This design comes from an exercise in tuning for small area and a short achievable clock period on the open sky130 flow, not from production work.
Only simulation tests tie the RTL to the original design; equivalence was not proved.
The flow treats the clock pin as an ideal source, which a real chip does not have.

==> v11 <==
==> flow/design.v <==
module async_ram_sp (
	input clk, rst_n,
	input MOSI,             
	input ho_d,             
	input ho,               
	input [9:0] sr,         
	output reg [7:0] dout   
	);
function [8:0] ring_slot;    
	input [7:0] a;
	reg [4:0] r;
	reg [1:0] y;
	begin
		if (a[3:2] != 2'b11) begin
			r = {1'b0, a[7:4]};
			y = a[3:2];
		end else begin
			case (a[7:4])
			4'd0:  begin r = 5'd16; y = 2'd0; end
			4'd1:  begin r = 5'd16; y = 2'd1; end
			4'd2:  begin r = 5'd16; y = 2'd2; end
			4'd3:  begin r = 5'd17; y = 2'd0; end
			4'd4:  begin r = 5'd17; y = 2'd1; end
			4'd5:  begin r = 5'd17; y = 2'd2; end
			4'd6:  begin r = 5'd18; y = 2'd0; end
			4'd7:  begin r = 5'd18; y = 2'd1; end
			4'd8:  begin r = 5'd18; y = 2'd2; end
			4'd9:  begin r = 5'd19; y = 2'd0; end
			4'd10: begin r = 5'd19; y = 2'd1; end
			4'd11: begin r = 5'd19; y = 2'd2; end
			4'd12: begin r = 5'd20; y = 2'd0; end
			4'd13: begin r = 5'd20; y = 2'd1; end
			4'd14: begin r = 5'd20; y = 2'd2; end
			default: begin r = 5'd21; y = 2'd0; end
			endcase
		end
		ring_slot = {r, y, a[1:0]};
	end
endfunction
wire [8:0] rd_addr = ring_slot({sr[6:0], MOSI});
wire [8:0] wr_addr = ring_slot(sr[8:1]);
reg [1:0] phx, phy;
always @(posedge clk) begin
	phx <= phx + 2'd1;
	if (phx == 2'd3)
		phy <= (phy == 2'd2) ? 2'd0 : phy + 2'd1;
end
wire [1:0] nphx = phx + 2'd1;
wire [1:0] nphy = (phx != 2'd3) ? phy : (phy == 2'd2) ? 2'd0 : phy + 2'd1;
reg [4:0] r_ring, w_ring;    
reg [3:0] r_slot, w_slot;
reg pa, pw, pr;              
reg [7:0] wdata;             
reg [7:0] wbus;              
reg wp;                      
reg wzd;                     
reg [7:0] pf;                
reg w_match, r_match;        
reg [21:0] rsel;             
reg [21:0] land;             
reg [7:0] tq;                
reg same_ring;               
wire c00 = pa & rst_n;
wire c01 = pw & rst_n;
wire c11 = pr & rst_n;
wire [1:0] nnphx = phx + 2'd2;
wire [1:0] nnphy = (phx[1] == 1'b0) ? phy : (phy == 2'd2) ? 2'd0 : phy + 2'd1;
reg w_match_d;
always @(posedge clk)
	w_match_d <= (nnphx == w_slot[1:0]) & ((nnphy == w_slot[3:2]) | (w_ring == 5'd21) | (w_slot[3:2] == 2'b11));
wire w_land = wp & w_match;
wire w_keep = wp & ~w_match;
wire wp_d = c01 | w_keep;
always @(posedge clk) begin
	pa <= rst_n & ho & (sr[9:8] == 2'b00);
	pw <= rst_n & ho & (sr[9:8] == 2'b01);
	pr <= rst_n & ho & (sr[9:8] == 2'b11);
	w_match <= w_match_d;
	r_match <= (nphx == r_slot[1:0]) & ((nphy == r_slot[3:2]) | (r_ring == 5'd21));
	land <= w_match_d ? ({22{wp_d}} & (22'd1 << w_ring)) : 22'd0;
	rsel <= 22'd1 << r_ring;
	same_ring <= (w_ring == r_ring);
end
wire [22*8-1:0] pre;    
genvar g;
generate
	for (g = 0; g < 22; g = g + 1) begin : rg
		localparam N = (g == 21) ? 4 : 12;
		reg [8*N-1:0] s;
		wire [7:0] nxt = land[g] ? wbus : s[8*N-1 -: 8];
		always @(posedge clk)
			s <= {s[8*N-9:0], nxt};
		assign pre[8*g +: 8] = s[8*N-9 -: 8];
	end
endgenerate
reg [7:0] tq_d;
integer i;
always @(*) begin
	tq_d = 8'd0;
	for (i = 0; i < 22; i = i + 1)
		tq_d = tq_d | (pre[8*i +: 8] & {8{rsel[i]}});
end
wire [7:0] pf_d = !r_match ? pf : (w_land && same_ring) ? wdata : tq;
wire zreq = ~rst_n | wzd;
always @(posedge clk) begin
	tq <= tq_d;
	pf <= pf_d;
	if (c01)
		wdata <= sr[8:1];
	wbus <= c01 ? sr[8:1] : wdata;
	wp <= wp_d;
	wzd <= zreq & w_keep;
	if (c00) begin
		w_ring <= wr_addr[8:4];
		w_slot <= wr_addr[3:0];
	end else if (zreq && !w_keep) begin
		w_ring <= 5'd0;
		w_slot <= 4'd0;
	end
	if (~rst_n) begin
		r_ring <= 5'd0;
		r_slot <= 4'd0;
	end else if (ho_d && sr[8:7] == 2'b10) begin
		r_ring <= rd_addr[8:4];
		r_slot <= rd_addr[3:0];
	end
	if (~rst_n)
		dout <= 8'd0;
	else if (c11)
		dout <= pf_d;
end
endmodule
module slave (
	input MOSI, SS_n, clk, rst_n,
	input [7:0] tx_data,
	output reg MISO,
	output ho_d,                 
	output reg ho,               
	output reg [9:0] shift_reg   
	);
localparam IDLE = 3'b000;
localparam CHK_CMD = 3'b001;
localparam READ_ADD = 3'b010;
localparam READ_DATA = 3'b011;
localparam WRITE = 3'b100;
reg [2:0] cs, ns;
reg [4:0] counter;
reg flag;
reg show;    
wire in_frame = (cs == READ_ADD) || (cs == READ_DATA) || (cs == WRITE);
always @(posedge clk) begin
	if (SS_n)
		counter <= 0;
	else if (cs != IDLE)
		if (cs != READ_DATA && counter == 11)
			counter <= 0;
		else if (cs == READ_DATA && counter == 20)
			counter <= 0;
		else
			counter <= counter + 1;
	else
		counter <= 0;
end
always @(posedge clk)
	shift_reg <= {shift_reg[8:0], MOSI};
always @(posedge clk) begin
	if (~rst_n) begin
		cs <= IDLE;
		flag <= 1'b0;
	end
	else begin
		cs <= ns;
		if (cs == READ_ADD)
			flag <= 1'b1;
		else if (cs == READ_DATA)
			flag <= 1'b0;
	end
end
always @(*) begin
	ns = cs;
	case (cs)
		IDLE:      ns = SS_n ? IDLE : CHK_CMD;
		CHK_CMD:   if (SS_n) ns = IDLE;
		           else if (counter != 0) ns = shift_reg[0] ? (flag ? READ_DATA : READ_ADD) : WRITE;
		READ_ADD,
		READ_DATA,
		WRITE:     if (SS_n) ns = IDLE;
		default:   ns = IDLE;
	endcase
end
assign ho_d = rst_n && !SS_n && in_frame && counter == 10;
always @(posedge clk) begin
	ho <= ho_d;
	show <= rst_n && !SS_n && cs == READ_DATA && counter >= 12 && counter <= 19;
end
wire [2:0] bit_idx = 3'd4 - counter[2:0];    
always @(posedge clk) begin
	if (~rst_n)
		MISO <= 1'b0;
	else
		MISO <= show && tx_data[bit_idx];
end
endmodule
module top (
    input clk, rst_n, MOSI, SS_n,
    output MISO
    );
wire [9:0] sr;       
wire ho_d;           
wire ho;             
wire [7:0] tx_data;  
slave dut (
    .MOSI(MOSI),
    .SS_n(SS_n),
    .clk(clk),
    .rst_n(rst_n),
    .tx_data(tx_data),
    .MISO(MISO),
    .ho_d(ho_d),
    .ho(ho),
    .shift_reg(sr)
    );
async_ram_sp my_ram (
    .clk(clk),
    .rst_n(rst_n),
    .MOSI(MOSI),
    .ho_d(ho_d),
    .ho(ho),
    .sr(sr),
    .dout(tx_data)
    );
endmodule
==> flow/flow/run.sh <==
#!/bin/bash
# The standard flow's own layout (standard.sh), with one change in its clock tree synthesis step:
# flow/post_cts.tcl, sourced at the end of ORFS's cts.tcl (POST_CTS_TCL), replaces the
# clock tree with a two-level one (clock port -> 4 buffers -> 72 leaf buffers -> flip-flops).
# standard.sh's output goes to standard.log, each tool's to ORFS's own logs under orfs/logs.
set -euo pipefail
export CTS_ARGS="-sink_clustering_enable -repair_clock_nets -sink_clustering_size 26 -sink_clustering_max_diameter 80 -dont_use_dummy_load"
export POST_CTS_TCL="$PWD/flow/post_cts.tcl"
export CTREE_LEAVES=72
bash standard.sh finish > standard.log 2>&1
==> flow/flow/post_cts.tcl <==
# Sourced by ORFS's cts.tcl at its end (POST_CTS_TCL), after clock_tree_synthesis,
# repair_timing and detailed_placement. It replaces the clock tree with a two-level one:
#   clock port -> 4 top buffers -> CTREE_LEAVES leaf buffers -> flip-flops
# The flip-flops are split into equal-sized compact groups by recursive bisection, one leaf
# buffer at the centre of each, and the leaf buffers likewise into four groups, one top
# buffer at the centre of each. Then the port buffers get a plain buffer cell, and detailed
# placement and timing repair run again, as cts.tcl does after clock_tree_synthesis.

set ct_block [ord::get_db_block]
set ct_db [ord::get_db]
set ct_clknet [[$ct_block findBTerm clk] getNet]
set ct_nleaf [expr {[info exists ::env(CTREE_LEAVES)] ? $::env(CTREE_LEAVES) : 84}]
set ct_ntop 4
set ct_buf [$ct_db findMaster sky130_fd_sc_hd__clkbuf_16]

# every clock buffer and inverter below the port, and every flip-flop clock pin
set ct_bufs {}
set ct_sinks {}
set frontier [list $ct_clknet]
while {[llength $frontier]} {
  set next {}
  foreach net $frontier {
    foreach it [$net getITerms] {
      if {![$it isInputSignal]} { continue }
      set inst [$it getInst]
      set m [[$inst getMaster] getName]
      if {[string match "*clkbuf*" $m] || [string match "*clkinv*" $m]} {
        lappend ct_bufs $inst
        lappend next [[$inst findITerm X] getNet]
      } else {
        lappend ct_sinks $it
      }
    }
  }
  set frontier $next
}
puts "ctree: [llength $ct_sinks] clock pins, [llength $ct_bufs] buffers removed"
foreach it $ct_sinks { $it disconnect }
foreach inst $ct_bufs {
  set onet [[$inst findITerm X] getNet]
  odb::dbInst_destroy $inst
  if {$onet ne "NULL"} { odb::dbNet_destroy $onet }
}

# items: {x y payload}; split into k groups of equal size by recursive bisection
proc ct_split {items k} {
  if {$k <= 1} { return [list $items] }
  set n [llength $items]
  set xs [lmap i $items {lindex $i 0}]
  set ys [lmap i $items {lindex $i 1}]
  set w [expr {[tcl::mathfunc::max {*}$xs] - [tcl::mathfunc::min {*}$xs]}]
  set h [expr {[tcl::mathfunc::max {*}$ys] - [tcl::mathfunc::min {*}$ys]}]
  set axis [expr {$w >= $h ? 0 : 1}]
  set sorted [lsort -real -index $axis $items]
  set k1 [expr {$k / 2}]
  set n1 [expr {int(round(double($n) * $k1 / $k))}]
  return [concat [ct_split [lrange $sorted 0 [expr {$n1 - 1}]] $k1] \
                 [ct_split [lrange $sorted $n1 end] [expr {$k - $k1}]]]
}
proc ct_centre {items} {
  set sx 0.0; set sy 0.0
  foreach i $items { set sx [expr {$sx + [lindex $i 0]}]; set sy [expr {$sy + [lindex $i 1]}] }
  set n [llength $items]
  return [list [expr {int($sx / $n)}] [expr {int($sy / $n)}]]
}
proc ct_buffer {name x y innet} {
  global ct_block ct_buf
  set inst [odb::dbInst_create $ct_block $ct_buf $name]
  $inst setLocation $x $y
  $inst setPlacementStatus PLACED
  set net [odb::dbNet_create $ct_block "clknet_$name"]
  $net setSigType CLOCK
  [$inst findITerm A] connect $innet
  [$inst findITerm X] connect $net
  return $inst
}

set items {}
foreach it $ct_sinks {
  set b [[$it getInst] getBBox]
  lappend items [list [expr {([$b xMin] + [$b xMax]) / 2}] [expr {([$b yMin] + [$b yMax]) / 2}] $it]
}
set leafgroups [ct_split $items $ct_nleaf]

# leaf buffers: first make them (their input nets come later), grouped for the top level
set litems {}
set li 0
foreach g $leafgroups {
  lassign [ct_centre $g] x y
  lappend litems [list $x $y $g $li]
  incr li
}
set topgroups [ct_split $litems $ct_ntop]
set ct_tops {}
set ti 0
foreach tg $topgroups {
  lassign [ct_centre $tg] x y
  set top [ct_buffer "clkbuf_top_$ti" $x $y $ct_clknet]
  lappend ct_tops $top
  set topnet [[$top findITerm X] getNet]
  foreach l $tg {
    lassign $l lx ly g idx
    set leaf [ct_buffer "clkbuf_leaf_$idx" $lx $ly $topnet]
    set lnet [[$leaf findITerm X] getNet]
    foreach s $g { [lindex $s 2] connect $lnet }
  }
  incr ti
}
puts "ctree: [llength $leafgroups] leaf buffers of [llength [lindex $leafgroups 0]] to [llength [lindex $leafgroups end]] clock pins, $ct_ntop top buffers"

# plain buffers at the ports
foreach inst [$ct_block getInsts] {
  if {[regexp {^(input|output)\d+$} [$inst getName]] && [string match "*clkdlybuf*" [[$inst getMaster] getName]]} {
    $inst swapMaster [$ct_db findMaster sky130_fd_sc_hd__buf_4]
  }
}

proc ct_report {} {
  global ct_tops
  set lat {}
  foreach t $ct_tops {
    set worst 0.0
    set best 1e9
    foreach it [[[$t findITerm X] getNet] getITerms] {
      if {![$it isInputSignal]} { continue }
      foreach it2 [[[[$it getInst] findITerm X] getNet] getITerms] {
        if {![$it2 isInputSignal]} { continue }
        set a [get_property [get_pins [[$it2 getInst] getName]/[[$it2 getMTerm] getName]] arrival_max_rise]
        if {$a > $worst} { set worst $a }
        if {$a < $best} { set best $a }
      }
    }
    lappend lat [format "%.3f-%.3f" $best $worst]
  }
  puts "ctree: clock pin arrival per top buffer: $lat"
}

detailed_placement
set_propagated_clock [all_clocks]
estimate_parasitics -placement
ct_report
repair_timing_helper
detailed_placement
estimate_parasitics -placement
ct_report
check_placement -verbose
==> flow/standard.sh <==
#!/bin/bash
# synth_recipe.tcl (not shown) runs the flow's synth.tcl, then flattens the netlist and writes it again
# the make line also repeats each setting of config.mk as NAME=value (left out here)
make -C /OpenROAD-flow-scripts/flow DESIGN_CONFIG=/design/flow/config.mk WORK_HOME=/design/flow/orfs CLKGATE_MAP_FILE= SYNTH_SCRIPT=/design/flow/synth_recipe.tcl "${@:-finish}"
==> flow/config.mk <==
export PLATFORM = sky130hd
export DESIGN_NAME = top
export DESIGN_NICKNAME = top
export VERILOG_FILES = /design/flow/design.v
export SDC_FILE = /design/flow/constraint.sdc
export NUM_CORES = 8
export LEC_CHECK = 0
export CAP_MARGIN = 20
export CORE_MARGIN = 2
export CORE_UTILIZATION = 70
export PLACE_DENSITY = 0.8
export SETUP_SLACK_MARGIN = 2.2
export SLEW_MARGIN = 20
==> flow/constraint.sdc <==
create_clock -name core_clock -period 4.0 [get_ports {clk}]
set_input_delay 0.8000 -clock core_clock [delete_from_list [all_inputs] [get_ports {clk}]]
set_output_delay 0.8000 -clock core_clock [all_outputs]
set_load 0.01 [all_outputs]
==> v31 (differences from v11) <==
==> flow/run.sh (new file) <==
#!/bin/bash
# synth_recipe.tcl (not shown) runs the flow's synth.tcl, then flattens the netlist and writes it again
# the make line also repeats each setting of config.mk as NAME=value (left out here)
make -C /OpenROAD-flow-scripts/flow DESIGN_CONFIG=/design/flow/config.mk WORK_HOME=/design/flow/orfs CLKGATE_MAP_FILE= SYNTH_SCRIPT=/design/flow/synth_recipe.tcl finish
Settings changed: CTS_CLUSTER_DIAMETER from default to 80, CTS_CLUSTER_SIZE from default to 26, SETUP_SLACK_MARGIN 2.2 to 2.1.
removed: flow/flow/run.sh
removed: flow/flow/post_cts.tcl
removed: flow/standard.sh
==> qor summary <==
Run status: v31 timing/DRC/antenna clean; v11 aborted with a tool error
Stage where the flow stopped: v31 -; v11 4_1_cts
Post-Synthesis Mean Instance Area: v31 17.1 um2; v11 17.1 um2
Number of input and output port buffers inserted: v31 4; v11 4
Yosys top cell area share: v31 88.4%; v11 88.4%
Placed wire-length estimate: v31 56200 um; v11 55500 um
Mapped Cells: v31 2880; v11 2880
Placed standard-cell area: v31 50100 um2; v11 50100 um2
Pre-CTS setup slack: v31 1.46 ns; v11 1.19 ns
Post-synthesis sequential area ratio: v31 89.5%; v11 89.5%
Post-synthesis xor/xnor area fraction: v31 0.250%; v11 0.250%
Number of synthesized register bits: v31 2187; v11 2187
Cell total after placement: v31 3748; v11 3748
Yosys top cell by area: v31 sky130_fd_sc_hd__dfxtp_1; v11 sky130_fd_sc_hd__dfxtp_1
Clock Sinks: v31 2187; v11 2187
Yosys synthesis warning count: v31 2; v11 2
Area fraction in and, or, nand and nor cells after synthesis: v31 2.37%; v11 2.37%
Compound-cell area share of the yosys netlist: v31 2.31%; v11 2.31%
Die W: v31 269 um; v11 269 um
Most used DFF post-synth: v31 sky130_fd_sc_hd__dfxtp_1; v11 sky130_fd_sc_hd__dfxtp_1
Syn Std Cell Area: v31 49100 um2; v11 49100 um2
Netlist cell types: v31 57; v11 57
GPL Wtd Cong: v31 0.961; v11 0.996

re-timing with driven ports:
How much do the figures lean on ideal ports? The routed layout below was timed once more, with nothing changed but the port constraints.
Step 1, drivers: a clkbuf_16 drives clk and a buf_2 each remaining input, both assumed.
Step 2, shift: input delay + t, output delay - t, t = (earliest + latest rising clock arrival at the registers) / 2. This alone moves slack from input paths to output paths.
a / b / c = ideal / step 1 / step 2; a / b = the first two.
run: v31
t (ns): 0.752
slack for setup (ns): 2.093 / 2.027 / 1.450
hold slack, ns: 0.314 / 0.314 / 0.314
After both steps setup and hold are still met in v31. The setup slack of v31 moves by -0.066 ns with the drivers and by -0.643 ns with both steps.
